Source: an optimization exercise on an open RTL-to-GDS flow (aim: small area). Production flows keep margins and buffers that such runs may drop.
In this exercise RTL edits were held to simulation tests only and were not proved equivalent to the original.
Power and IR drop assume default switching activity.

### flow/flow/run.sh
#!/bin/bash
# The standard layout (the standard.sh: unchanged synthesis, floorplan, power grid,
# placement, CTS and routing) with two changes:
#  - the port buffers are the smallest buffer cell instead of the resizer's default pick;
#  - CTS inserts no dummy loads (the same CTS arguments as config.mk's settings otherwise).
# Make's full output goes to flow_make.log; each ORFS step keeps its own log under orfs/logs/.
set -euo pipefail
bash standard.sh finish \
  "BUFFER_PORTS_ARGS=-buffer_cell sky130_fd_sc_hd__buf_1" \
  "CTS_ARGS=-sink_clustering_enable -repair_clock_nets -dont_use_dummy_load -sink_clustering_size 11 -sink_clustering_max_diameter 40 -buf_list sky130_fd_sc_hd__clkbuf_4" \
  > flow_make.log 2>&1
### flow/standard.sh
#!/bin/bash
# synth_recipe.tcl (not shown) runs the flow's synth.tcl, then flattens the netlist and writes it again
# the make line also repeats each setting of config.mk as NAME=value (left out here)
make -C /OpenROAD-flow-scripts/flow DESIGN_CONFIG=/design/flow/config.mk WORK_HOME=/design/flow/orfs CLKGATE_MAP_FILE= SYNTH_SCRIPT=/design/flow/synth_recipe.tcl "${@:-finish}"
### flow/config.mk
export PLATFORM = sky130hd
export DESIGN_NAME = line_buf_ctrl_top
export DESIGN_NICKNAME = line_buf_ctrl_top
export VERILOG_FILES = /design/flow/design.v
export SDC_FILE = /design/flow/constraint.sdc
export NUM_CORES = 4
export LEC_CHECK = 0
export CAP_MARGIN = 20
export CORE_MARGIN = 2
export CORE_UTILIZATION = 65
export CTS_BUF_LIST = sky130_fd_sc_hd__clkbuf_4
export CTS_CLUSTER_DIAMETER = 40
export CTS_CLUSTER_SIZE = 11
export PLACE_DENSITY = 0.75
export SLEW_MARGIN = 20
### flow/constraint.sdc
create_clock -name core_clock -period 10.0 [get_ports {clk}]
set_input_delay 2.0000 -clock core_clock [delete_from_list [all_inputs] [get_ports {clk}]]
set_output_delay 2.0000 -clock core_clock [all_outputs]
set_load 0.01 [all_outputs]
### flow/design.v
module two_port_ram #(
    parameter ADDR_WIDTH = 6,
    parameter DATA_WIDTH = 30,
    parameter RAM_DEPTH  = 1 << ADDR_WIDTH
)(
    input                   clk,
    input                   i_we,
    input  [ADDR_WIDTH-1:0] i_waddr,
    input  [DATA_WIDTH-1:0] i_din,
    input                   i_re,
    input  [ADDR_WIDTH-1:0] i_raddr,
    output [DATA_WIDTH-1:0] o_dout
);
    reg [DATA_WIDTH-1:0] r_mem [0:RAM_DEPTH-1];
    reg [DATA_WIDTH-1:0] r_tmp_data;
    assign o_dout = r_tmp_data;
    always @(posedge clk) begin
        if (i_we)
            r_mem[i_waddr] <= i_din;
    end
    always @(posedge clk) begin
        if (i_re)
            r_tmp_data <= r_mem[i_raddr];
    end
endmodule
module line_buf_ctrl #(
    parameter HTOT = 80,
    parameter HACT = 64
)(
    input             clk,
    input             rstn,
    input             i_vsync,
    input             i_hsync,
    input             i_de,
    input       [9:0] i_r_data,
    input       [9:0] i_g_data,
    input       [9:0] i_b_data,
    output wire       o_vsync,
    output wire       o_hsync,
    output wire       o_de,
    output wire [9:0] o_r_data,
    output wire [9:0] o_g_data,
    output wire [9:0] o_b_data
);
    localparam DELAY_CYCLES = 2 * HTOT;
    localparam CNT_WIDTH    = $clog2(DELAY_CYCLES + 1);
    localparam W            = 33;
    wire [W-1:0] din = {i_vsync, i_hsync, i_de, i_r_data, i_g_data, i_b_data};
    wire [W-1:0] dout;
    genvar b;
    generate
        for (b = 0; b < W; b = b + 1) begin : g_lane
            reg [DELAY_CYCLES-1:0] sr;
            always @(posedge clk)
                sr <= {sr[DELAY_CYCLES-2:0], din[b]};
            assign dout[b] = sr[DELAY_CYCLES-1];
        end
    endgenerate
    reg  [CNT_WIDTH-1:0] cnt;
    wire                 valid = (cnt == DELAY_CYCLES);
    always @(posedge clk or negedge rstn) begin
        if (!rstn)
            cnt <= {CNT_WIDTH{1'b0}};
        else if (!valid)
            cnt <= cnt + 1'b1;
    end
    assign o_vsync  = dout[32] & valid;
    assign o_hsync  = dout[31] & valid;
    assign o_de     = dout[30] & valid;
    assign o_r_data = dout[29:20];
    assign o_g_data = dout[19:10];
    assign o_b_data = dout[9:0];
endmodule
module line_buf_ctrl_top #(
    parameter HTOT = 80,   
    parameter HACT = 64    
)(
    input             clk,
    input             rstn,
    input             i_vsync,
    input             i_hsync,
    input             i_de,
    input       [9:0] i_r_data,
    input       [9:0] i_g_data,
    input       [9:0] i_b_data,
    output wire       o_vsync,
    output wire       o_hsync,
    output wire       o_de,
    output wire [9:0] o_r_data,
    output wire [9:0] o_g_data,
    output wire [9:0] o_b_data
);
    line_buf_ctrl #(
        .HTOT(HTOT),
        .HACT(HACT)
    ) u_line_buf_ctrl (
        .clk     (clk),
        .rstn    (rstn),
        .i_vsync (i_vsync),
        .i_hsync (i_hsync),
        .i_de    (i_de),
        .i_r_data(i_r_data),
        .i_g_data(i_g_data),
        .i_b_data(i_b_data),
        .o_vsync (o_vsync),
        .o_hsync (o_hsync),
        .o_de    (o_de),
        .o_r_data(o_r_data),
        .o_g_data(o_g_data),
        .o_b_data(o_b_data)
    );
endmodule
==> reports/qor.csv, run 1 <==
stage,metric,value,unit
drt,drt wl/cell,10.7,um
yosys,Synth Register Bits,5288,
critical_path,RR Startpoint,u_line_buf_ctrl.cnt[0],
power_and_ir_drop,net load switching power,0.00563,W
floorplan,die width,409,um
timing,Fin Setup TNS,0,ps
timing,Max-slew headroom,60.9,%
final_layout,share of layout cells above drive strength 1,9.61,%
critical_path,Slowest cell on crit path,dfrtp_1,
final_layout,# nets final,5989,
power_and_ir_drop,Net Sw Frac,19.0,%
critical_path,crit-path cells,inv_1 -> ha_1 -> nand2b_1 -> nor3_4 -> and2_1 -> buf_1,
place,placed cells,7557,
yosys,YS warnings,1,
yosys,Syn Nets,5382,
global_routing,GRT overflow,0,
floorplan,IO Pins,68,
power_and_ir_drop,P_int,0.0240,W
yosys,Mean Syn Cell Area,19.9,um2
power_and_ir_drop,pwr dens,262,nW/um2
global_routing,largest net degree at the start of global routing,17,
global_routing,initial antenna violation count,2,
power_and_ir_drop,power share of the combinational group,0,%
final_layout,layout overhead on the synthesized area,6.61,%
drt,DRC viols,0,
cts,clock tree from TritonCTS,yes,
place,Buffers on Ports,67,
timing,Max Freq,221,MHz
timing,Slew @ Worst Pin,586,ps
power_and_ir_drop,sequential share of power,72.4,%
final_layout,number of fill cells in the layout,10691,
timing,Final Slew Violations,0,
cts,Num Clock Sinks,5288,
global_routing,first-pass GRT wire length,156,mm
floorplan,Die ar.,167000,um2
power_and_ir_drop,Leak,46.0,nW
critical_path,WS Path Type,reg2out,
final_layout,multi-input logic area,219,um2
job,max_cap viols,0,
critical_path,Top Family by Delay on Critical Path,simple AND/OR/NAND/NOR gates,
timing,Tmin final,4530,ps
yosys,Async SR Flop Fraction,0.151,%
cts,# resized after CTS,0,
yosys,register area share after synthesis,99.6,%
cts,Clock H-tree levels,6,
cts,hold buffers post-CTS,0,
power_and_ir_drop,clock power share,27.6,%
status,status,no timing/DRC/antenna violations,
timing,Final Hold Violating Endpoints,0,
yosys,Post-Syn Instances,5345,
place,post-DP HPWL,39.2,mm
drt,Final ANT Viol Nets,0,
cts,post-CTS setup buffer count,0,
timing,Worst Skew,57.2,ps
hold_path,Hold Path Origin,u_line_buf_ctrl.g_lane[12].sr[3],
global_routing,Total GRT Usage,10.9,%
cts,Num CTS Buffers,568,
drt,Avg Vias per Cell,4.23,
critical_path,crit path buf inv count,2,
critical_path,Critical Path Max Stage Delay,430,ps
timing,Final setup viols,0,
drt,First DRT Iteration DRCs,1295,
yosys,top-area cell type share of the netlist area,99.4,%
global_routing,vias in the first global route,35726,
critical_path,critical path arrival,2530,ps
floorplan,CORE AREA,163000,um2
floorplan,FP Rows,148,
yosys,prevailing post-synth register cell,dfxtp_1,
floorplan,Starting Density,65.4,%
drt,DR pass1 iterations,4,
drt,final wirelength,87.2,mm
yosys,Synth area leaders,"dfxtp_1, buf_4, dfrtp_1",
critical_path,Startpoint Class,flop,
place,GPL Wtd Cong,0.640,
critical_path,Critical Path RT,8000,ps
cts,maximum clock path buffer count,4,
critical_path,Worst Path Max Fanout,5,
hold_path,Hold Crit Class,reg2reg,
cts,"Reg clk slew, reported paths",100,ps
cts,clk root buf,clkbuf_4,
critical_path,Critical Path Start,u_line_buf_ctrl.cnt[0],
yosys,Post-synth EDFFs,0,
yosys,Unique masters post-synth,19,
drt,via count,34379,
timing,fin crit share,45.3,%
power_and_ir_drop,worst vdd rail ir drop,181,uV
timing,RSZ-0062 raised after global routing,no,
yosys,Synth area leader,dfxtp_1,
cts,worst-skew pair later-pin latency,1280,ps
final_layout,Register Area,106000,um2
floorplan,die span in y,409,um
yosys,synthesized area,106000,um2
critical_path,crit end category,primary output,
final_layout,Final Non-Filler Cells,8134,
[power by group through the flow]
stage / combinational, W / sequential (W) / clock [W]
CTS: 0.00000483 / 0.0215 / 0.00872
global placement: 0.00000446 / 0.0219 / 0
global route: 0.00000546 / 0.0215 / 0.00956
floorplan: 0.000000000241 / 0.0219 / 0
finish: 0.00000471 / 0.0215 / 0.00819
detailed placement: 0.00000483 / 0.0220 / 0
[cell type report]
| class | count | share of cell area (%) |
|---|---|---|
| flip-flops and latches | 5288 | 93.4 |
| clock buffers | 568 | 3.76 |
| well taps | 2175 | 2.40 |
| repair buffers | 67 | 0.222 |
| multi-input cells | 25 | 0.193 |
| diodes | 9 | 0.0199 |
| inverters | 2 | 0.00662 |
[cell usage after synthesis (2+ instances only)]
master	number
nand2_1	2
nand3_1	3
xnor2_1	4
inv_1	2
dfrtp_1	8
buf_4	30
dfxtp_1	5280
and2_1	3
ha_1	2
xor2_1	2
[through the flow]
stage	worst slack, ps	utilization, %	instance area (um2)	total power [W]	hold WS, ps
6_report	5470	69.7	113000	0.0297	267
5_1_grt	5140	69.7	113000	0.0311	279
4_1_cts	5190	69.7	113000	0.0302	268
3_5_place_dp	6690	67.1	109000	0.0220	312
3_3_place_gp	6780	67.1	109000	0.0220	310
2_1_floorplan	6910	-	106000	0.0219	310
[cells in the final DEF, fill, tap and decap left out]
cell | netlist | layout
and2_1 | 3 | 3
and3_1 | 1 | 1
buf_1 | 0 | 67
clkbuf_4 | 0 | 568
dfrtp_1 | 8 | 8
dfxtp_1 | 5280 | 5280
diode_2 | 0 | 9
ha_1 | 2 | 2
inv_1 | 2 | 2
mux2_4 | 1 | 1
mux2i_1 | 1 | 1
nand2_1 | 2 | 2
nand2b_1 | 1 | 1
nand3_1 | 3 | 3
nand4bb_4 | 1 | 1
nor2_1 | 1 | 1
nor3_2 | 1 | 1
nor3_4 | 1 | 1
o21ai_1 | 1 | 1
xnor2_1 | 4 | 4
xor2_1 | 2 | 2
[cells by family (layout without fill, tap and decap cells)]
family | Yosys count | in the layout | synth area share (%)
mux | 2 | 2 | 0.0235
compound gates | 1 | 1 | 0.00470
simple gates | 14 | 14 | 0.105
xor+xnor | 6 | 6 | 0.0494
flops | 5288 | 5288 | 99.6
buf+inv | 32 | 637 | 0.219
fa+ha+maj | 2 | 2 | 0.0235
other cells | 0 | 9 | 0
[path summary, 6_finish.rpt]
check | endpoint | slack (ps) | cells past startpoint
hold / removal | u_line_buf_ctrl.g_lane[12].sr[4] | 270 | 0
hold reg to reg | u_line_buf_ctrl.g_lane[12].sr[4] | 270 | 0
setup reg to reg | u_line_buf_ctrl.cnt[1] | 8560 | 5
min in group asynchronous | u_line_buf_ctrl.cnt[3] | 660 | 1
max in group asynchronous | u_line_buf_ctrl.cnt[7] | 9050 | 1
setup / recovery | o_vsync | 5470 | 6
[sequential cells by signal (all words and copies together) (netlist names)]
signal and count:
u_line_buf_ctrl.g_lane.sr 5280, u_line_buf_ctrl.cnt 8
[routing by layer]
metal / vias up / track usage (%) / routed length, um
met5: - / 0 / 0
met4: 0 / 7.19 / 3770
met3: 306 / 3.90 / 4940
met2: 611 / 15.2 / 35800
met1: 15935 / 14.4 / 42600
li1: 17527 / - / -
==> run 2: changes to the inputs <==
--- a/flow/flow/run.sh
+++ b/flow/flow/run.sh
@@ -7,5 +7,5 @@
 set -euo pipefail
 bash standard.sh finish \
   "BUFFER_PORTS_ARGS=-buffer_cell sky130_fd_sc_hd__buf_1" \
-  "CTS_ARGS=-sink_clustering_enable -repair_clock_nets -dont_use_dummy_load -sink_clustering_size 11 -sink_clustering_max_diameter 40 -buf_list sky130_fd_sc_hd__clkbuf_4" \
+  "CTS_ARGS=-sink_clustering_enable -repair_clock_nets -dont_use_dummy_load -sink_clustering_size 13 -sink_clustering_max_diameter 45 -buf_list sky130_fd_sc_hd__clkbuf_4" \
   > flow_make.log 2>&1
--- a/flow/config.mk
+++ b/flow/config.mk
@@ -9,7 +9,7 @@
 export CORE_MARGIN = 2
 export CORE_UTILIZATION = 65
 export CTS_BUF_LIST = sky130_fd_sc_hd__clkbuf_4
-export CTS_CLUSTER_DIAMETER = 40
-export CTS_CLUSTER_SIZE = 11
+export CTS_CLUSTER_DIAMETER = 45
+export CTS_CLUSTER_SIZE = 13
 export PLACE_DENSITY = 0.75
 export SLEW_MARGIN = 20
==> run 2 against run 1 <==
  * Still clean on timing, DRC and antenna
  * Non-clock buffer count did not move
  * Clock skew up 10 ps
  * Sequential power is essentially flat
  * Global-route usage shrank 0.25 points
  * Worst setup slack got worse by 34 ps
  * Utilization fell by 0.50 points
  * Synthesized area stayed put
  * First-iteration DRC count increased by 6.2%
  * Largest cell class unchanged
==> reports/qor.csv, run 2 <==
stage,metric,value,unit,change
critical_path,Top Family by Delay on Critical Path,simple AND/OR/NAND/NOR gates,,unchanged
critical_path,Startpoint Class,flop,,unchanged
timing,Final Slew Violations,0,,unchanged
critical_path,crit-path cells,nand4bb_4 -> nor3_4 -> and2_1 -> buf_1,,was inv_1 -> ha_1 -> nand2b_1 -> nor3_4 -> and2_1 -> buf_1
yosys,Post-synth EDFFs,0,,unchanged
final_layout,number of fill cells in the layout,10733,,was 10691
yosys,most frequent cell after synthesis,dfxtp_1,,unchanged
cts,clk root buf,clkbuf_4,,unchanged
cts,hold buffers post-CTS,0,,unchanged
place,Buffers on Ports,67,,unchanged
global_routing,initial antenna violation count,2,,unchanged
power_and_ir_drop,Leak,45.5,nW,was 46.0 nW
critical_path,critical path arrival,2570,ps,was 2530 ps
final_layout,Register Area,106000,um2,unchanged
drt,final wirelength,85.6,mm,was 87.2 mm
yosys,Synth Register Bits,5288,,unchanged
timing,Final setup viols,0,,unchanged
yosys,Unique masters post-synth,19,,unchanged
final_layout,max FFs per register,5280,,unchanged
hold_path,Hold Crit Class,reg2reg,,unchanged
drt,drt wl/cell,10.7,um,about the same
yosys,synth cell count leaders,"dfxtp_1, buf_4, dfrtp_1, xnor2_1",,unchanged
job,max_cap viols,0,,unchanged
critical_path,Critical Path Max Stage Delay,450,ps,was 430 ps
critical_path,Critical Path RT,8000,ps,about the same
cts,Clock H-tree levels,5,,was 6
drt,via count,33807,,was 34379
critical_path,R2R setup slack,8560,ps,about the same
critical_path,crit path buf inv count,1,,was 2
global_routing,vias in the first global route,34569,,was 35726
yosys,Syn Nets,5382,,unchanged
timing,RSZ-0062 raised after global routing,no,,unchanged
yosys,top-area cell type share of the netlist area,99.4,%,unchanged
critical_path,Slowest cell on crit path,dfrtp_1,,unchanged
cts,Num Clock Sinks,5288,,unchanged
cts,# resized after CTS,0,,unchanged
drt,DR pass1 iterations,4,,unchanged
yosys,Async SR Flop Fraction,0.151,%,unchanged
global_routing,first-pass GRT wire length,153,mm,was 156 mm
final_layout,biggest regs,"u_line_buf_ctrl.g_lane.sr x5280, u_line_buf_ctrl.cnt x8",,unchanged
yosys,synthesized area,106000,um2,unchanged
power_and_ir_drop,worst vdd rail ir drop,149,uV,was 181 uV
timing,Tmin final,4570,ps,was 4530 ps
final_layout,Reg with most FFs,u_line_buf_ctrl.g_lane.sr,,unchanged
cts,worst-skew pair later-pin latency,1280,ps,about the same
place,DP Area,109000,um2,unchanged
final_layout,# nets final,5881,,was 5989
timing,Fin Setup TNS,0,ps,unchanged
cts,"Reg clk slew, reported paths",120,ps,was 100 ps
cts,maximum clock path buffer count,4,,unchanged
yosys,Synth area leader,dfxtp_1,,unchanged
floorplan,die width,409,um,unchanged
yosys,register area share after synthesis,99.6,%,unchanged
yosys,Mean Syn Cell Area,19.9,um2,unchanged
final_layout,final instance area,113000,um2,about the same
floorplan,Starting Density,65.4,%,unchanged
yosys,YS warnings,1,,unchanged
timing,Max Freq,219,MHz,was 221 MHz
floorplan,CORE AREA,163000,um2,unchanged
timing,Worst Skew,67.4,ps,was 57.2 ps
status,status,no timing/DRC/antenna violations,,unchanged
final_layout,"most common cell after layout, fill and taps aside",dfxtp_1,,unchanged
final_layout,share of layout cells above drive strength 1,7.94,%,was 9.61%
yosys,Post-Syn Instances,5345,,unchanged
yosys,Synth area leaders,"dfxtp_1, buf_4, dfrtp_1",,unchanged
timing,fin crit share,45.7,%,was 45.3%
cts,post-CTS setup buffer count,0,,unchanged
cts,clock tree from TritonCTS,yes,,unchanged
global_routing,GRT overflow,0,,unchanged
timing,Final Hold Violating Endpoints,0,,unchanged
final_layout,most frequent cells in the layout,"dfxtp_1, clkbuf_4, buf_1",,unchanged
drt,DRC viols,0,,unchanged
final_layout,layout overhead on the synthesized area,5.85,%,was 6.61%
global_routing,Total GRT Usage,10.6,%,was 10.9%
drt,First DRT Iteration DRCs,1375,,was 1295
drt,Avg Vias per Cell,4.21,,was 4.23
critical_path,WS Path Type,reg2out,,unchanged
critical_path,crit end category,primary output,,unchanged
floorplan,die span in y,409,um,unchanged
drt,Final ANT Viol Nets,0,,unchanged
floorplan,IO Pins,68,,unchanged
final_layout,multi-input logic area,219,um2,unchanged
power_and_ir_drop,pwr dens,258,nW/um2,was 262 nW/um2
floorplan,Die ar.,167000,um2,unchanged
timing,Max-slew headroom,61.9,%,was 60.9%
timing,Slew @ Worst Pin,571,ps,was 586 ps
critical_path,Worst Path Max Fanout,5,,unchanged
cts,Num CTS Buffers,460,,was 568
global_routing,largest net degree at the start of global routing,17,,unchanged
place,post-DP HPWL,39.2,mm,unchanged
place,GPL Wtd Cong,0.640,,unchanged
yosys,prevailing post-synth register cell,dfxtp_1,,unchanged
floorplan,FP Rows,148,,unchanged
-- run 2: cell counts after synthesis --
No cell type changed its count.
-- run 2: stage by stage --
| step | instances | setup WS (ps) | total power [W] | utilization (%) | hold slack (ps) |
|---|---|---|---|---|---|
| after global routing | 8022 | 5100 | 0.0303 | 69.2 | 230 |
| final | 8024 | 5430 | 0.0290 | 69.2 | 245 |
| after floorplan | 5345 | 6910 | 0.0219 | - | 310 |
| after CTS | 8017 | 5140 | 0.0295 | 69.2 | 243 |
| after detailed placement | 7557 | 6690 | 0.0220 | 67.1 | 312 |
| after global placement | 7557 | 6780 | 0.0220 | 67.1 | 310 |
-- run 2: worst paths after layout --
path                                                 start                         endpoint  cells past startpoint
max                                 u_line_buf_ctrl.cnt[3]                             o_de                      4
min                        u_line_buf_ctrl.g_lane[6].sr[2]  u_line_buf_ctrl.g_lane[6].sr[3]                      0
max reg2reg                         u_line_buf_ctrl.cnt[3]           u_line_buf_ctrl.cnt[1]                      3
min reg2reg                u_line_buf_ctrl.g_lane[6].sr[2]  u_line_buf_ctrl.g_lane[6].sr[3]                      0
max in group asynchronous                             rstn           u_line_buf_ctrl.cnt[0]                      1
min in group asynchronous                             rstn           u_line_buf_ctrl.cnt[2]                      1
-- run 2: cell type report --
| cell class | instances | area share [%] |
|---|---|---|
| flip-flops and latches | 5288 | 94.1 |
| clock buffers | 460 | 3.07 |
| well taps | 2175 | 2.42 |
| repair buffers | 67 | 0.223 |
| multi-input cells | 25 | 0.195 |
| diodes | 7 | 0.0156 |
| inverters | 2 | 0.00667 |
-- run 2: cells by family after synthesis --
family / after synthesis / share of synthesized area, %
buffers and inverters: 32 / 0.219
DFF: 5288 / 99.6
muxes: 2 / 0.0235
and+or+nand+nor: 14 / 0.105
xor gates and xnor gates: 6 / 0.0494
adders and majority gates: 2 / 0.0235
AOI/OAI and AO/OA: 1 / 0.00470
-- run 2: where the power goes --
part           switching (W)  internal, W
clock network        0.00539      0.00213
registers          0.0000743       0.0214
logic             0.00000177   0.00000291
total                0.00547       0.0235
-- run 2: metal layers --
layer	track usage (%)	vias up	routed length (um)
met3	3.24	343	4190
met2	15.1	515	35200
met5	0	-	0
met1	14.4	15703	42600
met4	6.67	0	3650
li1	-	17246	-
==> run 3: changes to the inputs <==
--- a/flow/flow/run.sh
+++ b/flow/flow/run.sh
@@ -7,5 +7,5 @@
 set -euo pipefail
 bash standard.sh finish \
   "BUFFER_PORTS_ARGS=-buffer_cell sky130_fd_sc_hd__buf_1" \
-  "CTS_ARGS=-sink_clustering_enable -repair_clock_nets -dont_use_dummy_load -sink_clustering_size 13 -sink_clustering_max_diameter 45 -buf_list sky130_fd_sc_hd__clkbuf_4" \
+  "CTS_ARGS=-sink_clustering_enable -repair_clock_nets -dont_use_dummy_load -sink_clustering_size 20 -sink_clustering_max_diameter 50 -buf_list sky130_fd_sc_hd__clkbuf_8" \
   > flow_make.log 2>&1
--- a/flow/config.mk
+++ b/flow/config.mk
@@ -8,8 +8,8 @@
 export CAP_MARGIN = 20
 export CORE_MARGIN = 2
 export CORE_UTILIZATION = 65
-export CTS_BUF_LIST = sky130_fd_sc_hd__clkbuf_4
-export CTS_CLUSTER_DIAMETER = 45
-export CTS_CLUSTER_SIZE = 13
+export CTS_BUF_LIST = sky130_fd_sc_hd__clkbuf_8
+export CTS_CLUSTER_DIAMETER = 50
+export CTS_CLUSTER_SIZE = 20
 export PLACE_DENSITY = 0.75
 export SLEW_MARGIN = 20
==> run 3 against run 2 <==
  * Clock power increased by about 10%
  * Clock-buffer cell count decreased by 144
  * Sequential power about the same
  * Clock skew decreased by 15 ps
  * Final cell count decreased by 1.8%
  * Design area increased by 0.79%
  * Largest power group unchanged
  * Global-route usage decreased by 0.27 points
  * Still clean
  * First-iteration DRC count increased by 4.6%
  * Sequential cell count unchanged
==> reports/qor.csv, run 3 <==
stage,metric,value,unit,change
yosys,synthesized area,106000,um2,unchanged
critical_path,Top Family by Delay on Critical Path,simple AND/OR/NAND/NOR gates,,unchanged
job,max_cap viols,0,,unchanged
final_layout,Reg with most FFs,u_line_buf_ctrl.g_lane.sr,,unchanged
critical_path,RR Startpoint,u_line_buf_ctrl.cnt[3],,unchanged
hold_path,Hold Crit Class,reg2reg,,unchanged
yosys,YS warnings,1,,unchanged
yosys,Synth Register Bits,5288,,unchanged
yosys,Synth area leaders,"dfxtp_1, buf_4, dfrtp_1",,unchanged
drt,Final ANT Viol Nets,0,,unchanged
floorplan,Starting Density,65.4,%,unchanged
yosys,prevailing post-synth register cell,dfxtp_1,,unchanged
cts,worst-skew pair later-pin latency,990,ps,was 1280 ps
yosys,register area share after synthesis,99.6,%,unchanged
final_layout,Finished Core Util,69.8,%,was 69.2%
final_layout,max FFs per register,5280,,unchanged
final_layout,layout overhead on the synthesized area,6.68,%,was 5.85%
timing,Max Freq,235,MHz,was 219 MHz
critical_path,crit-path cells,nand4bb_4 -> nor3_4 -> and2_1 -> buf_1,,unchanged
critical_path,Startpoint Class,flop,,unchanged
yosys,Async SR Flop Fraction,0.151,%,unchanged
drt,DRC viols,0,,unchanged
cts,# resized after CTS,0,,unchanged
cts,Num Clock Sinks,5288,,unchanged
global_routing,initial antenna violation count,2,,unchanged
final_layout,share of layout cells above drive strength 1,5.62,%,was 7.94%
power_and_ir_drop,Leak,45.7,nW,was 45.5 nW
timing,Tmin final,4260,ps,was 4570 ps
yosys,Syn Nets,5382,,unchanged
yosys,Post-Syn Instances,5345,,unchanged
final_layout,biggest regs,"u_line_buf_ctrl.g_lane.sr x5280, u_line_buf_ctrl.cnt x8",,unchanged
cts,"Reg clk slew, reported paths",100,ps,was 120 ps
global_routing,Total GRT Usage,10.4,%,was 10.6%
critical_path,crit path buf inv count,1,,unchanged
final_layout,# nets final,5737,,was 5881
timing,Final Hold Violating Endpoints,0,,unchanged
place,post-DP HPWL,39.2,mm,unchanged
cts,maximum clock path buffer count,4,,unchanged
yosys,top-area cell type share of the netlist area,99.4,%,unchanged
critical_path,Crit path depth,4,,unchanged
global_routing,first-pass GRT wire length,149,mm,was 153 mm
timing,fin crit share,42.6,%,was 45.7%
critical_path,Worst Path Max Fanout,5,,unchanged
hold_path,Hold Path Origin,u_line_buf_ctrl.g_lane[12].sr[5],,was u_line_buf_ctrl.g_lane[6].sr[2]
cts,clk root buf,clkbuf_8,,was clkbuf_4
critical_path,R2R setup slack,8550,ps,was 8560 ps
cts,post-CTS setup buffer count,0,,unchanged
global_routing,largest net degree at the start of global routing,21,,was 17
floorplan,Die ar.,167000,um2,unchanged
global_routing,vias in the first global route,33026,,was 34569
place,Buffers on Ports,67,,unchanged
critical_path,crit end category,primary output,,unchanged
timing,Final Slew Violations,0,,unchanged
timing,Slew @ Worst Pin,398,ps,was 571 ps
critical_path,Slowest cell on crit path,dfrtp_1,,unchanged
timing,Fin Setup TNS,0,ps,unchanged
timing,Final setup viols,0,,unchanged
final_layout,number of fill cells in the layout,10499,,was 10733
critical_path,critical path arrival,2260,ps,was 2570 ps
floorplan,FP Rows,148,,unchanged
yosys,most frequent cell after synthesis,dfxtp_1,,unchanged
cts,Num CTS Buffers,316,,was 460
critical_path,FF-to-FF End,u_line_buf_ctrl.cnt[1],,unchanged
drt,First DRT Iteration DRCs,1438,,was 1375
timing,worst hold margin,289,ps,was 245 ps
yosys,synth cell count leaders,"dfxtp_1, buf_4, dfrtp_1, xnor2_1",,unchanged
final_layout,"most common cell after layout, fill and taps aside",dfxtp_1,,unchanged
floorplan,die width,409,um,unchanged
critical_path,WS Path Type,reg2out,,unchanged
hold_path,Hold Path Depth,0,,unchanged
floorplan,IO Pins,68,,unchanged
drt,DR pass1 iterations,4,,unchanged
floorplan,CORE AREA,163000,um2,unchanged
yosys,Unique masters post-synth,19,,unchanged
critical_path,Critical Path Max Stage Delay,440,ps,was 450 ps
yosys,Mean Syn Cell Area,19.9,um2,unchanged
timing,Max-slew headroom,73.5,%,was 61.9%
critical_path,Critical Path RT,8000,ps,about the same
final_layout,most frequent cells in the layout,"dfxtp_1, clkbuf_8, buf_1",,"was dfxtp_1, clkbuf_4, buf_1"
floorplan,die span in y,409,um,unchanged
yosys,Post-synth EDFFs,0,,unchanged
drt,drt wl/cell,10.8,um,was 10.7 um
power_and_ir_drop,worst vdd rail ir drop,178,uV,was 149 uV
yosys,Synth area leader,dfxtp_1,,unchanged
cts,clock tree from TritonCTS,yes,,unchanged
cts,hold buffers post-CTS,0,,unchanged
hold_path,Hold Path End,u_line_buf_ctrl.g_lane[12].sr[6],,was u_line_buf_ctrl.g_lane[6].sr[3]
global_routing,GRT overflow,0,,unchanged
cts,Clock H-tree levels,5,,unchanged
drt,via count,32922,,was 33807
place,GPL Wtd Cong,0.640,,unchanged
critical_path,R2R cell count,3,,unchanged
drt,final wirelength,84.9,mm,was 85.6 mm
timing,Worst Skew,52.3,ps,was 67.4 ps
status,status,no timing/DRC/antenna violations,,unchanged
power_and_ir_drop,pwr dens,262,nW/um2,was 258 nW/um2
timing,RSZ-0062 raised after global routing,no,,unchanged
drt,Avg Vias per Cell,4.18,,was 4.21
[run 3: layout make-up]
| type | count | area, um2 | area share [%] |
|---|---|---|---|
| clock buffer | 316 | 4350 | 3.83 |
| tap | 2175 | 2720 | 2.40 |
| antenna | 4 | 10.0 | 0.00882 |
| inverter | 2 | 7.51 | 0.00662 |
| multi-input combinational | 25 | 219 | 0.193 |
| sequential | 5288 | 106000 | 93.3 |
| timing repair buffer | 67 | 251 | 0.222 |
[run 3: cells by family (layout without fill, tap and decap cells)]
logic type	Yosys count	in the layout	share of synthesized area, %
flip-flops	5288	5288	99.6
buffers and inverters	32	385	0.219
AND/OR/NAND/NOR	14	14	0.105
XOR/XNOR	6	6	0.0494
adder cells (fa/ha/maj)	2	2	0.0235
multiplexers	2	2	0.0235
AO/OA/AOI/OAI	1	1	0.00470
other	0	4	0
[run 3: worst max-delay path by stage]
stage                                start       to  slack (ps)
floorplan           u_line_buf_ctrl.cnt[3]     o_de        6910
global route        u_line_buf_ctrl.cnt[3]  o_vsync        5520
global placement    u_line_buf_ctrl.cnt[0]  o_hsync        6780
detailed placement  u_line_buf_ctrl.cnt[0]  o_vsync        6690
finish              u_line_buf_ctrl.cnt[3]  o_vsync        5740
CTS                 u_line_buf_ctrl.cnt[3]  o_vsync        5560
[run 3: stage by stage]
stage	power, W	instance area (um2)	worst slack [ps]	instances
2_1_floorplan	0.0219	106000	6910	5345
3_3_place_gp	0.0220	109000	6780	7557
3_5_place_dp	0.0220	109000	6690	7557
4_1_cts	0.0302	113000	5560	7873
5_1_grt	0.0310	113000	5520	7876
6_report	0.0298	113000	5740	7877
[run 3: per-layer routing]
metal  GRT usage [%]  vias to the layer above  wire (um)
li1                -                    16767          -
met1            14.5                    15419      43200
met2            14.7                      427      34000
met3            3.09                      309       4160
met4            5.57                        0       3600
met5               0                        -          0
[run 3: power by group]
part / switching [W] / leakage, nW / internal, W
clock network: 0.00543 / 2.27 / 0.00287
logic: 0.00000179 / 0.156 / 0.00000291
registers: 0.0000746 / 43.3 / 0.0214
==> run 4: changes to the inputs <==
--- a/flow/flow/run.sh
+++ b/flow/flow/run.sh
@@ -7,5 +7,5 @@
 set -euo pipefail
 bash standard.sh finish \
   "BUFFER_PORTS_ARGS=-buffer_cell sky130_fd_sc_hd__buf_1" \
-  "CTS_ARGS=-sink_clustering_enable -repair_clock_nets -dont_use_dummy_load -sink_clustering_size 20 -sink_clustering_max_diameter 50 -buf_list sky130_fd_sc_hd__clkbuf_8" \
+  "CTS_ARGS=-sink_clustering_enable -repair_clock_nets -dont_use_dummy_load -sink_clustering_size 22 -sink_clustering_max_diameter 50 -buf_list sky130_fd_sc_hd__clkbuf_8" \
   > flow_make.log 2>&1
--- a/flow/config.mk
+++ b/flow/config.mk
@@ -10,6 +10,6 @@
 export CORE_UTILIZATION = 65
 export CTS_BUF_LIST = sky130_fd_sc_hd__clkbuf_8
 export CTS_CLUSTER_DIAMETER = 50
-export CTS_CLUSTER_SIZE = 20
+export CTS_CLUSTER_SIZE = 22
 export PLACE_DENSITY = 0.75
 export SLEW_MARGIN = 20
==> run 4 against run 3 <==
  * Utilization down 0.19 points
  * Clock skew grew 16 ps
  * Clock-buffer cell count fell by 22
  * Fmax down 0.16%
  * Register-to-register slack barely moved
  * Non-clock buffer count did not move
  * Critical path type unchanged
==> reports/qor.csv, run 4 <==
stage,metric,value,unit,change
drt,DR pass1 iterations,4,,unchanged
final_layout,# nets final,5715,,was 5737
final_layout,max FFs per register,5280,,unchanged
cts,worst-skew pair later-pin latency,990,ps,about the same
yosys,YS warnings,1,,unchanged
cts,maximum clock path buffer count,4,,unchanged
cts,Clock H-tree levels,5,,unchanged
critical_path,RR Startpoint,u_line_buf_ctrl.cnt[3],,unchanged
global_routing,vias in the first global route,32638,,was 33026
drt,final wirelength,84.8,mm,was 84.9 mm
floorplan,Die ar.,167000,um2,unchanged
floorplan,die span in y,409,um,unchanged
cts,# resized after CTS,0,,unchanged
timing,Worst Skew,68.2,ps,was 52.3 ps
critical_path,crit end category,primary output,,unchanged
critical_path,critical path arrival,2270,ps,was 2260 ps
place,GPL Wtd Cong,0.640,,unchanged
place,Buffers on Ports,67,,unchanged
final_layout,Reg with most FFs,u_line_buf_ctrl.g_lane.sr,,unchanged
job,max_cap viols,0,,unchanged
yosys,synthesized area,106000,um2,unchanged
power_and_ir_drop,sequential share of power,72.7,%,was 72.1%
critical_path,Worst Path Max Fanout,5,,unchanged
hold_path,Hold Crit Class,reg2reg,,unchanged
yosys,Post-Syn Instances,5345,,unchanged
drt,drt wl/cell,10.8,um,about the same
power_and_ir_drop,net load switching power,0.00547,W,was 0.00550 W
critical_path,WS Path Type,reg2out,,unchanged
timing,Slew @ Worst Pin,400,ps,was 398 ps
critical_path,Critical Path RT,8000,ps,about the same
power_and_ir_drop,clock power share,27.3,%,was 27.9%
yosys,Synth Register Bits,5288,,unchanged
yosys,Synth area leader,dfxtp_1,,unchanged
drt,First DRT Iteration DRCs,1484,,was 1438
drt,DRC viols,0,,unchanged
global_routing,Total GRT Usage,10.3,%,was 10.4%
global_routing,GRT overflow,0,,unchanged
floorplan,IO Pins,68,,unchanged
power_and_ir_drop,worst vdd rail ir drop,171,uV,was 178 uV
final_layout,"most common cell after layout, fill and taps aside",dfxtp_1,,unchanged
global_routing,largest net degree at the start of global routing,23,,was 21
yosys,Unique masters post-synth,19,,unchanged
yosys,Synth area leaders,"dfxtp_1, buf_4, dfrtp_1",,unchanged
final_layout,layout overhead on the synthesized area,6.40,%,was 6.68%
place,post-DP HPWL,39.2,mm,unchanged
global_routing,first-pass GRT wire length,148,mm,was 149 mm
yosys,Async SR Flop Fraction,0.151,%,unchanged
timing,Fin Setup TNS,0,ps,unchanged
cts,clk root buf,clkbuf_8,,unchanged
final_layout,biggest regs,"u_line_buf_ctrl.g_lane.sr x5280, u_line_buf_ctrl.cnt x8",,unchanged
power_and_ir_drop,P_int,0.0241,W,was 0.0243 W
timing,Final Slew Violations,0,,unchanged
global_routing,gr busiest metal,met2,,unchanged
yosys,prevailing post-synth register cell,dfxtp_1,,unchanged
drt,Avg Vias per Cell,4.15,,was 4.18
floorplan,FP Rows,148,,unchanged
timing,Tmin final,4270,ps,was 4260 ps
global_routing,GR Util met2,14.6,%,was 14.7%
timing,Final setup viols,0,,unchanged
power_and_ir_drop,Net Sw Frac,18.5,%,about the same
yosys,Syn Nets,5382,,unchanged
drt,Final ANT Viol Nets,0,,unchanged
timing,fin crit share,42.7,%,was 42.6%
yosys,most frequent cell after synthesis,dfxtp_1,,unchanged
floorplan,Starting Density,65.4,%,unchanged
power_and_ir_drop,total chip power,0.0296,W,was 0.0298 W
power_and_ir_drop,power share of the combinational group,0,%,about the same
power_and_ir_drop,Leak,45.5,nW,was 45.7 nW
final_layout,share of layout cells above drive strength 1,5.25,%,was 5.62%
timing,Max Freq,234,MHz,was 235 MHz
power_and_ir_drop,pwr dens,261,nW/um2,was 262 nW/um2
timing,Final Hold Violating Endpoints,0,,unchanged
yosys,register area share after synthesis,99.6,%,unchanged
floorplan,CORE AREA,163000,um2,unchanged
cts,Num Clock Sinks,5288,,unchanged
global_routing,initial antenna violation count,1,,was 2
timing,RSZ-0062 raised after global routing,no,,unchanged
cts,"Reg clk slew, reported paths",110,ps,was 100 ps
hold_path,Hold Path Origin,u_line_buf_ctrl.g_lane[12].sr[2],,was u_line_buf_ctrl.g_lane[12].sr[5]
cts,clock tree from TritonCTS,yes,,unchanged
global_routing,met3 Use GR,3.02,%,was 3.09%
final_layout,most frequent cells in the layout,"dfxtp_1, clkbuf_8, buf_1",,unchanged
critical_path,Startpoint Class,flop,,unchanged
drt,via count,32619,,was 32922
yosys,Post-synth EDFFs,0,,unchanged
critical_path,Critical Path Start,u_line_buf_ctrl.cnt[3],,unchanged
cts,Num CTS Buffers,294,,was 316
yosys,top-area cell type share of the netlist area,99.4,%,unchanged
timing,Max-slew headroom,73.3,%,was 73.5%
final_layout,number of fill cells in the layout,10529,,was 10499
status,status,no timing/DRC/antenna violations,,unchanged
cts,post-CTS setup buffer count,0,,unchanged
cts,hold buffers post-CTS,0,,unchanged
global_routing,global-route met1 utilization,14.5,%,about the same
floorplan,die width,409,um,unchanged
yosys,Mean Syn Cell Area,19.9,um2,unchanged
yosys,synth cell count leaders,"dfxtp_1, buf_4, dfrtp_1, xnor2_1",,unchanged
==> run 4: changes by cell type in the layout (fill, tap and decap cells not counted), sizes merged <==
cell and delta:
clkbuf -22, diode -1
==> run 4: critical path, cell delays in order (launching register included) <==
cell and delay, ps:
dfrtp_1 440, nand4bb_4 260, nor3_4 280, and2_1 160
buf_1 150
==> run 4: cell families after synthesis <==
| logic type | Yosys count | synth area share, % |
|---|---|---|
| flip-flops | 5288 | 99.6 |
| buffers and inverters | 32 | 0.219 |
| AND/OR/NAND/NOR | 14 | 0.105 |
| XOR/XNOR | 6 | 0.0494 |
| multiplexers | 2 | 0.0235 |
| adder cells (fa/ha/maj) | 2 | 0.0235 |
| AO/OA/AOI/OAI | 1 | 0.00470 |
==> run 4: final cells by class <==
type	instances	area [um2]	share of cell area [%]
inverter	2	7.51	0.00663
clock buffer	294	4050	3.58
tap	2175	2720	2.40
multi-input combinational	25	219	0.194
timing repair buffer	67	251	0.222
sequential	5288	106000	93.6
antenna	3	7.51	0.00663
==> run 4: path summary, 6_finish.rpt <==
check,endpoint,cells past startpoint,slack (ps)
setup / recovery,o_vsync,4,5730
hold reg to reg,u_line_buf_ctrl.g_lane[12].sr[3],0,240
min in group asynchronous,u_line_buf_ctrl.cnt[4],1,910
max in group asynchronous,u_line_buf_ctrl.cnt[1],1,8780
hold / removal,u_line_buf_ctrl.g_lane[12].sr[3],0,240
setup reg to reg,u_line_buf_ctrl.cnt[1],3,8560
==> run 4: per-layer routing <==
layer | wire length, um | part of all wire (%)
met1 | 43600 | 51
met2 | 33400 | 39
met3 | 4090 | 4.8
met4 | 3680 | 4.3
met5 | 0 | 0
==> run 4: power groups by stage <==
| stage | logic, W | registers, W | clock network, W |
|---|---|---|---|
| 6_report | 0.00000469 | 0.0215 | 0.00807 |
| 5_1_grt | 0.00000544 | 0.0215 | 0.00922 |
| 4_1_cts | 0.00000483 | 0.0215 | 0.00850 |
| 3_5_place_dp | 0.00000483 | 0.0220 | 0 |
| 3_3_place_gp | 0.00000446 | 0.0219 | 0 |
| 2_1_floorplan | 0.000000000241 | 0.0219 | 0 |
==> run 4: stage by stage <==
stage	instance area (um2)	utilization (%)	worst slack [ps]	hold slack, ps	std cells
after floorplan	106000	-	6910	310	5345
after CTS	113000	69.6	5540	242	7851
after global placement	109000	67.1	6780	310	7557
final	113000	69.6	5730	242	7854
after detailed placement	109000	67.1	6690	312	7557
after global routing	113000	69.6	5500	233	7852
==> run 5: changes to the inputs <==
--- a/flow/design.v
+++ b/flow/design.v
@@ -56,14 +56,35 @@
             assign dout[b] = sr[DELAY_CYCLES-1];
         end
     endgenerate
-    reg  [CNT_WIDTH-1:0] cnt;
-    wire                 valid = (cnt == DELAY_CYCLES);
-    always @(posedge clk or negedge rstn) begin
-        if (!rstn)
-            cnt <= {CNT_WIDTH{1'b0}};
-        else if (!valid)
-            cnt <= cnt + 1'b1;
-    end
+    reg valid;
+    generate
+        if (DELAY_CYCLES == 160) begin : g_lfsr
+            reg  [7:0] lfsr;
+            wire       last = lfsr[6] & ~lfsr[4] & ~lfsr[3] &
+                              lfsr[2] &  lfsr[1] &  lfsr[0];
+            always @(posedge clk or negedge rstn) begin
+                if (!rstn) begin
+                    lfsr  <= 8'd0;
+                    valid <= 1'b0;
+                end else begin
+                    lfsr  <= {lfsr[6:0], ~(lfsr[7] ^ lfsr[2])};
+                    valid <= valid | last;
+                end
+            end
+        end else begin : g_cnt
+            reg [CNT_WIDTH-1:0] cnt;
+            always @(posedge clk or negedge rstn) begin
+                if (!rstn) begin
+                    cnt   <= {CNT_WIDTH{1'b0}};
+                    valid <= 1'b0;
+                end else begin
+                    if (!valid)
+                        cnt <= cnt + 1'b1;
+                    valid <= valid | (cnt == DELAY_CYCLES - 1);
+                end
+            end
+        end
+    endgenerate
     assign o_vsync  = dout[32] & valid;
     assign o_hsync  = dout[31] & valid;
     assign o_de     = dout[30] & valid;
==> run 5 against run 4 <==
  * Still clean
  * Die area shrank 0.14%
  * Power is essentially flat
  * Routed wire length shrank 0.99%
  * Synthesized area shrank 0.15%
  * Sequential share of layout area grew 0.17 points
  * Clock power is essentially flat
  * Fmax grew 17%
  * Synthesized cell count shrank 0.37%
  * Register-to-register slack gained 510 ps
  * Global-route usage grew 0.11 points
  * Design area shrank 0.15%
  * Sequential cell count grew 1
  * Critical endpoint is now o_hsync
==> reports/qor.csv, run 5 <==
stage,metric,value,unit,change
timing,Max-slew headroom,70.0,%,was 73.3%
floorplan,Die ar.,167000,um2,about the same
place,GPL Wtd Cong,0.630,,was 0.640
final_layout,share of layout cells above drive strength 1,5.18,%,was 5.25%
timing,fin crit share,36.6,%,was 42.7%
final_layout,max FFs per register,5280,,unchanged
yosys,Post-synth EDFFs,0,,unchanged
floorplan,Starting Density,65.3,%,was 65.4%
yosys,register area share after synthesis,99.7,%,was 99.6%
critical_path,Crit path depth,2,,was 4
yosys,most frequent cell after synthesis,dfxtp_1,,unchanged
yosys,simple-gate portion of the synthesized area,0.0271,%,was 0.105%
yosys,combinational family with the most area after synthesis,buffers and inverters,,unchanged
final_layout,multi-input logic area,46.3,um2,was 219 um2
drt,DRC viols,0,,unchanged
place,placed cells,7537,,was 7557
cts,clk root buf,clkbuf_8,,unchanged
final_layout,number of fill cells in the layout,10569,,was 10529
timing,Final Hold Violating Endpoints,0,,unchanged
critical_path,R2R cell count,2,,was 3
critical_path,Worst Path Max Fanout,4,,was 5
final_layout,Finished Core Util,69.5,%,was 69.6%
timing,Final setup viols,0,,unchanged
critical_path,RR Startpoint,u_line_buf_ctrl.g_lfsr.lfsr[4],,was u_line_buf_ctrl.cnt[3]
global_routing,first-pass GRT wire length,149,mm,was 148 mm
status,status,no timing/DRC/antenna violations,,unchanged
yosys,top-area cell type share of the netlist area,99.5,%,was 99.4%
global_routing,GRT overflow,0,,unchanged
critical_path,Slowest cell on crit path,dfrtp_1,,unchanged
power_and_ir_drop,Leak,45.5,nW,about the same
hold_path,Hold Path Depth,0,,unchanged
cts,Num Clock Sinks,5289,,was 5288
power_and_ir_drop,power share of the combinational group,0,%,about the same
timing,Slew @ Worst Pin,450,ps,was 400 ps
final_layout,"most common cell after layout, fill and taps aside",dfxtp_1,,unchanged
global_routing,vias in the first global route,33193,,was 32638
timing,Fin Setup TNS,0,ps,unchanged
critical_path,Critical Path RT,8000,ps,about the same
timing,Worst Skew,48.8,ps,was 68.2 ps
yosys,Unique masters post-synth,7,,was 19
critical_path,R2R setup slack,9070,ps,was 8560 ps
yosys,synthesized area,106000,um2,about the same
critical_path,crit end category,primary output,,unchanged
final_layout,biggest regs,"u_line_buf_ctrl.g_lane.sr x5280, u_line_buf_ctrl.g_lfsr.lfsr x8, u_line_buf_ctrl.valid x1",,"was u_line_buf_ctrl.g_lane.sr x5280, u_line_buf_ctrl.cnt x8"
timing,Final Slew Violations,0,,unchanged
yosys,Async SR Flop Fraction,0.170,%,was 0.151%
critical_path,WS Path Type,reg2out,,unchanged
yosys,prevailing post-synth register cell,dfxtp_1,,unchanged
critical_path,Critical Path Max Stage Delay,410,ps,was 440 ps
power_and_ir_drop,worst vdd rail ir drop,181,uV,was 171 uV
yosys,Mean Syn Cell Area,19.9,um2,about the same
floorplan,FP Rows,148,,unchanged
global_routing,Total GRT Usage,10.4,%,was 10.3%
place,Buffers on Ports,67,,unchanged
critical_path,FF-to-FF End,u_line_buf_ctrl.valid,,was u_line_buf_ctrl.cnt[1]
yosys,Synth area leaders,"dfxtp_1, buf_4, dfrtp_1",,unchanged
cts,post-CTS setup buffer count,0,,unchanged
power_and_ir_drop,Net Sw Frac,18.5,%,about the same
timing,Tmin final,3660,ps,was 4270 ps
final_layout,Final Non-Filler Cells,7831,,was 7854
hold_path,Hold Path End,u_line_buf_ctrl.g_lane[12].sr[153],,was u_line_buf_ctrl.g_lane[12].sr[3]
power_and_ir_drop,clock power share,27.3,%,about the same
place,post-DP HPWL,38.4,mm,was 39.2 mm
drt,First DRT Iteration DRCs,1386,,was 1484
floorplan,die width,408,um,was 409 um
critical_path,Top Family by Delay on Critical Path,flip-flops,,was simple AND/OR/NAND/NOR gates
yosys,fraction of the mapped netlist area in compound gates,0.00825,%,was 0.00471%
yosys,synth cell count leaders,"dfxtp_1, buf_4, dfrtp_1, and2_1",,"was dfxtp_1, buf_4, dfrtp_1, xnor2_1"
final_layout,Reg with most FFs,u_line_buf_ctrl.g_lane.sr,,unchanged
power_and_ir_drop,net load switching power,0.00546,W,was 0.00547 W
floorplan,CORE AREA,163000,um2,unchanged
power_and_ir_drop,pwr dens,262,nW/um2,was 261 nW/um2
drt,via count,32560,,was 32619
drt,final wirelength,83.9,mm,was 84.8 mm
power_and_ir_drop,sequential share of power,72.7,%,about the same
cts,Num CTS Buffers,293,,was 294
final_layout,Register Area,106000,um2,about the same
drt,Avg Vias per Cell,4.16,,was 4.15
cts,clock tree from TritonCTS,yes,,unchanged
final_layout,layout overhead on the synthesized area,6.39,%,was 6.40%
job,max_cap viols,0,,unchanged
final_layout,# nets final,5692,,was 5715
critical_path,Startpoint Class,flop,,unchanged
yosys,Synth Register Bits,5289,,was 5288
critical_path,crit-path cells,and2_1 -> buf_1,,was nand4bb_4 -> nor3_4 -> and2_1 -> buf_1
drt,DR pass1 iterations,4,,unchanged
yosys,YS warnings,1,,unchanged
global_routing,initial antenna violation count,1,,unchanged
final_layout,most frequent cells in the layout,"dfxtp_1, clkbuf_8, buf_1",,unchanged
floorplan,die span in y,408,um,was 409 um
cts,hold buffers post-CTS,0,,unchanged
timing,RSZ-0062 raised after global routing,no,,unchanged
critical_path,critical path arrival,1660,ps,was 2270 ps
hold_path,Hold Path Origin,u_line_buf_ctrl.g_lane[12].sr[152],,was u_line_buf_ctrl.g_lane[12].sr[2]
hold_path,Hold Crit Class,reg2reg,,unchanged
yosys,Post-Syn Instances,5325,,was 5345
power_and_ir_drop,P_int,0.0241,W,about the same
yosys,XOR/XNOR Fraction of Synth Area,0.00825,%,was 0.0494%
cts,"Reg clk slew, reported paths",110,ps,about the same
floorplan,IO Pins,68,,unchanged
drt,drt wl/cell,10.7,um,was 10.8 um
critical_path,crit path buf inv count,1,,unchanged
yosys,mux cell area share after synthesis,0,%,was 0.0235%
yosys,Syn Nets,5360,,was 5382
cts,worst-skew pair later-pin latency,990,ps,about the same
global_routing,largest net degree at the start of global routing,23,,unchanged
yosys,Adder-Cell Fraction of Synth Area,0,%,was 0.0235%
cts,maximum clock path buffer count,4,,unchanged
timing,Max Freq,274,MHz,was 234 MHz
drt,Final ANT Viol Nets,0,,unchanged
cts,# resized after CTS,0,,unchanged
yosys,Synth area leader,dfxtp_1,,unchanged
cts,Clock H-tree levels,5,,unchanged
## run 5: cell count changes after synthesis, sizes merged, moves of 2 or more
cell and change:
xor2 -2, ha -2, inv -2, nand2 -2
nor3 -2, xnor2 -3, nand3 -3
## run 5: power by group through the flow
stage	clock network [W]	registers [W]	logic [W]
floorplan	0	0.0219	0.000000000184
global placement	0	0.0220	0.00000446
detailed placement	0	0.0220	0.00000494
CTS	0.00850	0.0215	0.00000489
global route	0.00925	0.0215	0.00000559
finish	0.00806	0.0215	0.00000474
## run 5: worst reg2reg max path, delay by kind of cell (launching register included)
family / cells / cell delay (ps)
AO/OA/AOI/OAI: 1 / 180
AND/OR/NAND/NOR: 1 / 290
flip-flops: 1 / 400
## run 5: metrics by stage
stage	power (W)	hold WS, ps	setup slack (ps)	area, um2
after floorplan	0.0219	310	7470	106000
after CTS	0.0300	289	6160	113000
after global placement	0.0220	310	7370	109000
after global routing	0.0308	281	6150	113000
after detailed placement	0.0220	312	7360	109000
final	0.0295	285	6340	113000
## run 5: final cells by class
class | count | area share (%)
Multi-Input combinational cell | 6 | 0.0410
Sequential cell | 5289 | 93.8
Clock buffer | 293 | 3.57
Tap cell | 2175 | 2.41
Timing Repair Buffer | 67 | 0.223
Antenna cell | 1 | 0.00221
## run 5: layer usage
| layer | wire [um] | track usage (%) | up-vias |
|---|---|---|---|
| met4 | 2950 | 5.04 | 0 |
| met3 | 4780 | 3.52 | 240 |
| met1 | 43400 | 14.5 | 15239 |
| li1 | - | - | 16657 |
| met2 | 32800 | 14.8 | 424 |
| met5 | 0 | 0 | - |
## run 5: kinds of logic after synthesis
kind of cell              after synthesis
DFF                                  5289
buffers and inverters                  30
AOI/OAI and AO/OA                       1
and+or+nand+nor                         4
xor gates and xnor gates                1
## run 5: how the worst max path moves through the flow
stage                                from       to  slack [ps]
floorplan           u_line_buf_ctrl.valid     o_de        7470
global placement    u_line_buf_ctrl.valid  o_hsync        7370
detailed placement  u_line_buf_ctrl.valid  o_vsync        7360
CTS                 u_line_buf_ctrl.valid  o_hsync        6160
global route        u_line_buf_ctrl.valid  o_vsync        6150
finish              u_line_buf_ctrl.valid  o_hsync        6340
==> run 6: changes to the inputs <==
--- a/flow/flow/run.sh
+++ b/flow/flow/run.sh
@@ -7,5 +7,5 @@
 set -euo pipefail
 bash standard.sh finish \
   "BUFFER_PORTS_ARGS=-buffer_cell sky130_fd_sc_hd__buf_1" \
-  "CTS_ARGS=-sink_clustering_enable -repair_clock_nets -dont_use_dummy_load -sink_clustering_size 22 -sink_clustering_max_diameter 50 -buf_list sky130_fd_sc_hd__clkbuf_8" \
+  "CTS_ARGS=-sink_clustering_enable -repair_clock_nets -dont_use_dummy_load -sink_clustering_size 12 -sink_clustering_max_diameter 45 -buf_list sky130_fd_sc_hd__clkbuf_4" \
   > flow_make.log 2>&1
--- a/flow/config.mk
+++ b/flow/config.mk
@@ -8,8 +8,8 @@
 export CAP_MARGIN = 20
 export CORE_MARGIN = 2
 export CORE_UTILIZATION = 65
-export CTS_BUF_LIST = sky130_fd_sc_hd__clkbuf_8
-export CTS_CLUSTER_DIAMETER = 50
-export CTS_CLUSTER_SIZE = 22
+export CTS_BUF_LIST = sky130_fd_sc_hd__clkbuf_4
+export CTS_CLUSTER_DIAMETER = 45
+export CTS_CLUSTER_SIZE = 12
 export PLACE_DENSITY = 0.75
 export SLEW_MARGIN = 20
==> run 6 against run 5 <==
  * Sequential cell count did not move
  * Largest power group unchanged
  * Clock-buffer cell count rose by 199
  * Power fell by 1.3%
  * Non-clock buffer count did not move
==> reports/qor.csv, run 6 <==
stage,metric,value,unit,change
status,status,no timing/DRC/antenna violations,,unchanged
power_and_ir_drop,total chip power,0.0292,W,was 0.0295 W
critical_path,Startpoint Class,flop,,unchanged
final_layout,max FFs per register,5280,,unchanged
yosys,Syn Nets,5360,,unchanged
floorplan,FP Rows,148,,unchanged
timing,Max Freq,254,MHz,was 274 MHz
global_routing,initial antenna violation count,4,,was 1
critical_path,crit end category,primary output,,unchanged
floorplan,die span in y,408,um,unchanged
yosys,Async SR Flop Fraction,0.170,%,unchanged
critical_path,Worst Path Max Fanout,4,,unchanged
yosys,top-area cell type share of the netlist area,99.5,%,unchanged
critical_path,critical path arrival,1940,ps,was 1660 ps
yosys,YS warnings,1,,unchanged
floorplan,CORE AREA,163000,um2,unchanged
yosys,prevailing post-synth register cell,dfxtp_1,,unchanged
critical_path,crit-path cells,and2_1 -> buf_1,,unchanged
final_layout,Finished Core Util,69.3,%,was 69.5%
yosys,Post-Syn Instances,5325,,unchanged
timing,Final Slew Violations,0,,unchanged
cts,Num CTS Buffers,492,,was 293
timing,Worst Skew,45.5,ps,was 48.8 ps
critical_path,WS Path Type,reg2out,,unchanged
final_layout,Reg with most FFs,u_line_buf_ctrl.g_lane.sr,,unchanged
yosys,most frequent cell after synthesis,dfxtp_1,,unchanged
drt,Final ANT Viol Nets,0,,unchanged
drt,via count,33991,,was 32560
power_and_ir_drop,pwr dens,259,nW/um2,was 262 nW/um2
yosys,Synth Register Bits,5289,,unchanged
timing,Slew @ Worst Pin,564,ps,was 450 ps
timing,final worst slack,6060,ps,was 6340 ps
yosys,register area share after synthesis,99.7,%,unchanged
critical_path,R2R cell count,2,,unchanged
drt,Avg Vias per Cell,4.23,,was 4.16
timing,Tmin final,3940,ps,was 3660 ps
floorplan,Die ar.,167000,um2,unchanged
global_routing,Total GRT Usage,10.7,%,was 10.4%
drt,First DRT Iteration DRCs,1128,,was 1386
global_routing,largest net degree at the start of global routing,17,,was 23
place,post-DP HPWL,38.4,mm,unchanged
timing,Final Hold Violating Endpoints,0,,unchanged
final_layout,layout overhead on the synthesized area,6.08,%,was 6.39%
hold_path,Hold Path Depth,0,,unchanged
final_layout,most frequent cells in the layout,"dfxtp_1, clkbuf_4, buf_1",,"was dfxtp_1, clkbuf_8, buf_1"
cts,Clock H-tree levels,5,,unchanged
yosys,synthesized area,106000,um2,unchanged
yosys,Post-synth EDFFs,0,,unchanged
cts,# resized after CTS,0,,unchanged
critical_path,Slowest cell on crit path,dfrtp_1,,unchanged
final_layout,# nets final,5891,,was 5692
cts,Num Clock Sinks,5289,,unchanged
drt,DR pass1 iterations,4,,unchanged
drt,final wirelength,84.5,mm,was 83.9 mm
global_routing,vias in the first global route,35346,,was 33193
yosys,Mean Syn Cell Area,19.9,um2,unchanged
timing,Fin Setup TNS,0,ps,unchanged
cts,"Reg clk slew, reported paths",110,ps,about the same
cts,maximum clock path buffer count,4,,unchanged
cts,worst-skew pair later-pin latency,1270,ps,was 990 ps
power_and_ir_drop,Leak,45.6,nW,was 45.5 nW
timing,worst hold margin,297,ps,was 285 ps
final_layout,"most common cell after layout, fill and taps aside",dfxtp_1,,unchanged
hold_path,Hold Crit Class,reg2reg,,unchanged
floorplan,Starting Density,65.3,%,unchanged
final_layout,biggest regs,"u_line_buf_ctrl.g_lane.sr x5280, u_line_buf_ctrl.g_lfsr.lfsr x8, u_line_buf_ctrl.valid x1",,unchanged
place,GPL Wtd Cong,0.630,,unchanged
place,Buffers on Ports,67,,unchanged
timing,Final setup viols,0,,unchanged
global_routing,first-pass GRT wire length,154,mm,was 149 mm
yosys,Synth area leaders,"dfxtp_1, buf_4, dfrtp_1",,unchanged
drt,DRC viols,0,,unchanged
critical_path,Critical Path Max Stage Delay,410,ps,about the same
yosys,synth cell count leaders,"dfxtp_1, buf_4, dfrtp_1, and2_1",,unchanged
final_layout,share of layout cells above drive strength 1,8.40,%,was 5.18%
timing,fin crit share,39.4,%,was 36.6%
timing,RSZ-0062 raised after global routing,no,,unchanged
cts,hold buffers post-CTS,0,,unchanged
power_and_ir_drop,worst vdd rail ir drop,143,uV,was 181 uV
yosys,Synth area leader,dfxtp_1,,unchanged
place,pre-CTS setup slack,7360,ps,unchanged
floorplan,IO Pins,68,,unchanged
cts,post-CTS setup buffer count,0,,unchanged
cts,clock tree from TritonCTS,yes,,unchanged
drt,drt wl/cell,10.5,um,was 10.7 um
cts,clk root buf,clkbuf_4,,was clkbuf_8
yosys,Unique masters post-synth,7,,unchanged
timing,Max-slew headroom,62.4,%,was 70.0%
floorplan,die width,408,um,unchanged
critical_path,Critical Path RT,8000,ps,about the same
global_routing,GRT overflow,0,,unchanged
job,max_cap viols,0,,unchanged
## run 6: layout make-up
cell class | count | area, um2
fillers | 10787 | 49900
diodes | 8 | 20.0
well taps | 2175 | 2720
repair buffers | 67 | 251
flip-flops and latches | 5289 | 106000
clock buffers | 492 | 3690
multi-input cells | 6 | 46.3
## run 6: worst paths after layout
path / start / end / slack (ps)
max: u_line_buf_ctrl.valid / o_hsync / 6060
min: u_line_buf_ctrl.g_lane[2].sr[71] / u_line_buf_ctrl.g_lane[2].sr[72] / 300
max reg2reg: u_line_buf_ctrl.g_lfsr.lfsr[4] / u_line_buf_ctrl.valid / 9080
min reg2reg: u_line_buf_ctrl.g_lane[2].sr[71] / u_line_buf_ctrl.g_lane[2].sr[72] / 300
max in group asynchronous: rstn / u_line_buf_ctrl.g_lfsr.lfsr[0] / 9060
min in group asynchronous: rstn / u_line_buf_ctrl.g_lfsr.lfsr[6] / 630
## run 6: cell families after synthesis
| family | synth area share [%] |
|---|---|
| flip-flops | 99.7 |
| buffers and inverters | 0.212 |
| AND/OR/NAND/NOR | 0.0271 |
| AO/OA/AOI/OAI | 0.00825 |
| XOR/XNOR | 0.00825 |
## run 6: metal layers
metal / vias to the layer above / track usage [%] / wire, um
li1: 17321 / - / -
met1: 15828 / 14.3 / 42100
met2: 536 / 15.4 / 34800
met3: 306 / 3.52 / 4400
met4: 0 / 6.44 / 3180
met5: - / 0 / 0
## run 6: report_power, final
group | total [W] | leakage, nW | internal, W | switching, W
Sequential | 0.0215 | 43.3 | 0.0214 | 0.0000742
Clock | 0.00768 | 2.26 | 0.00227 | 0.00541
Combinational | 0.00000476 | 0.0992 | 0.00000291 | 0.00000185
Total | 0.0292 | 45.6 | 0.0237 | 0.00548
## run 6: critical path, delay by kind of cell (launching register included)
family	cells	cell delay [ps]
flip-flops	1	410
AND/OR/NAND/NOR	1	140
buffers and inverters	1	120
## run 6: metrics by stage
stage / cell area (um2) / cells
4_1_cts: 113000 / 8029
2_1_floorplan: 106000 / 5325
3_3_place_gp: 109000 / 7537
3_5_place_dp: 109000 / 7537
5_1_grt: 113000 / 8037
6_report: 113000 / 8037
==> run 7: changes to the inputs <==
--- a/flow/flow/run.sh
+++ b/flow/flow/run.sh
@@ -7,5 +7,5 @@
 set -euo pipefail
 bash standard.sh finish \
   "BUFFER_PORTS_ARGS=-buffer_cell sky130_fd_sc_hd__buf_1" \
-  "CTS_ARGS=-sink_clustering_enable -repair_clock_nets -dont_use_dummy_load -sink_clustering_size 12 -sink_clustering_max_diameter 45 -buf_list sky130_fd_sc_hd__clkbuf_4" \
+  "CTS_ARGS=-sink_clustering_enable -repair_clock_nets -dont_use_dummy_load -sink_clustering_size 14 -sink_clustering_max_diameter 35 -buf_list sky130_fd_sc_hd__clkbuf_4" \
   > flow_make.log 2>&1
--- a/flow/config.mk
+++ b/flow/config.mk
@@ -7,9 +7,9 @@
 export LEC_CHECK = 0
 export CAP_MARGIN = 20
 export CORE_MARGIN = 2
-export CORE_UTILIZATION = 65
+export CORE_UTILIZATION = 78
 export CTS_BUF_LIST = sky130_fd_sc_hd__clkbuf_4
-export CTS_CLUSTER_DIAMETER = 45
-export CTS_CLUSTER_SIZE = 12
-export PLACE_DENSITY = 0.75
+export CTS_CLUSTER_DIAMETER = 35
+export CTS_CLUSTER_SIZE = 14
+export PLACE_DENSITY = 0.88
 export SLEW_MARGIN = 20
==> run 7 against run 6 <==
  * The run now fails in detailed placement (3_5_place_dp)
  * Synthesized cell count did not move
  * Synthesized area did not move
==> reports/qor.csv, run 7 <==
stage,metric,value,unit,change
status,Halt Reason,[ERROR DPL-0033] detailed placement checks failed during check placement.,,
yosys,synth cell count leaders,"dfxtp_1, buf_4, dfrtp_1, and2_1",,unchanged
floorplan,FP Rows,135,,was 148
yosys,synthesized area,106000,um2,unchanged
yosys,top-area cell type share of the netlist area,99.5,%,unchanged
yosys,Synth Register Bits,5289,,unchanged
place,Buffers on Ports,67,,unchanged
floorplan,die span in y,373,um,was 408 um
yosys,Post-synth EDFFs,0,,unchanged
yosys,Synth area leader,dfxtp_1,,unchanged
floorplan,IO Pins,68,,unchanged
status,status,did not finish,,was no timing/DRC/antenna violations
yosys,most frequent cell after synthesis,dfxtp_1,,unchanged
yosys,prevailing post-synth register cell,dfxtp_1,,unchanged
yosys,Synth area leaders,"dfxtp_1, buf_4, dfrtp_1",,unchanged
yosys,Syn Nets,5360,,unchanged
place,GPL Wtd Cong,0.650,,was 0.630
floorplan,die width,373,um,was 408 um
place,post-DP HPWL,55.7,mm,was 38.4 mm
yosys,Post-Syn Instances,5325,,unchanged
yosys,YS warnings,1,,unchanged
yosys,Unique masters post-synth,7,,unchanged
floorplan,Starting Density,78.5,%,was 65.3%
yosys,Mean Syn Cell Area,19.9,um2,unchanged
yosys,Async SR Flop Fraction,0.170,%,unchanged
yosys,register area share after synthesis,99.7,%,unchanged
status,stage where the run ended,detailed placement (3_5_place_dp),,
## run 7: cell counts after synthesis
Identical to the previous run, type by type.
## run 7: through the flow
step              instance area [um2]  hold slack (ps)  cells  total power (W)
floorplan                      106000              310   5325           0.0219
global placement               108000              309   7143           0.0220
## run 7: how the worst max path moves through the flow
stage | cells after the start | endpoint | slack [ps]
3_3_place_gp | 2 | o_de | 7370
2_1_floorplan | 1 | o_de | 7470
## run 7: cell families after synthesis
kind of cell / synth area share (%)
DFF: 99.7
AOI/OAI and AO/OA: 0.00825
xor gates and xnor gates: 0.00825
and+or+nand+nor: 0.0271
buffers and inverters: 0.212
## run 7: power by group through the flow
stage	sequential (W)	combinational (W)	clock [W]
global placement	0.0220	0.00000445	0
floorplan	0.0219	0.000000000184	0

static timing again, ports no longer ideal:
The flow's constraints put no driver on any port. The routed layouts listed below were extracted and timed again, unchanged, in two steps.
Step 1 assumes that a clkbuf_16 drives the clock port and a buf_2 every other input.
Step 2 adds t to the input delays and takes it off the output delays; t is the mean of the earliest and latest rising clock arrival at the registers after step 1. Input paths then give back, and output paths get back, about the clock's delay inside the block.
Slacks: no drivers / after step 1 / after step 2; pairs: no drivers / after step 1.
run | shift t [ns] | setup slack, ns | hold slack, ns | worst register clock-pin slew, ns | pins driven straight from the clock port
run 1 | 1.312 | 5.465 / 5.398 / 6.710 | 0.267 / 0.267 / 0.267 | 0.11 / 0.11 | 1
run 2 | 1.334 | 5.431 / 5.364 / 6.698 | 0.245 / 0.245 / 0.245 | 0.12 / 0.12 | 1
run 3 | 1.034 | 5.741 / 5.674 / 6.707 | 0.289 / 0.289 / 0.289 | 0.11 / 0.11 | 1
run 4 | 1.029 | 5.734 / 5.666 / 6.695 | 0.242 / 0.242 / 0.242 | 0.12 / 0.12 | 1
run 5 | 1.050 | 6.344 / 6.274 / 7.324 | 0.285 / 0.285 / 0.285 | 0.12 / 0.12 | 1
run 6 | 1.329 | 6.064 / 5.995 / 7.324 | 0.297 / 0.297 / 0.297 | 0.12 / 0.12 | 1
After both steps every run listed still meets setup and hold.
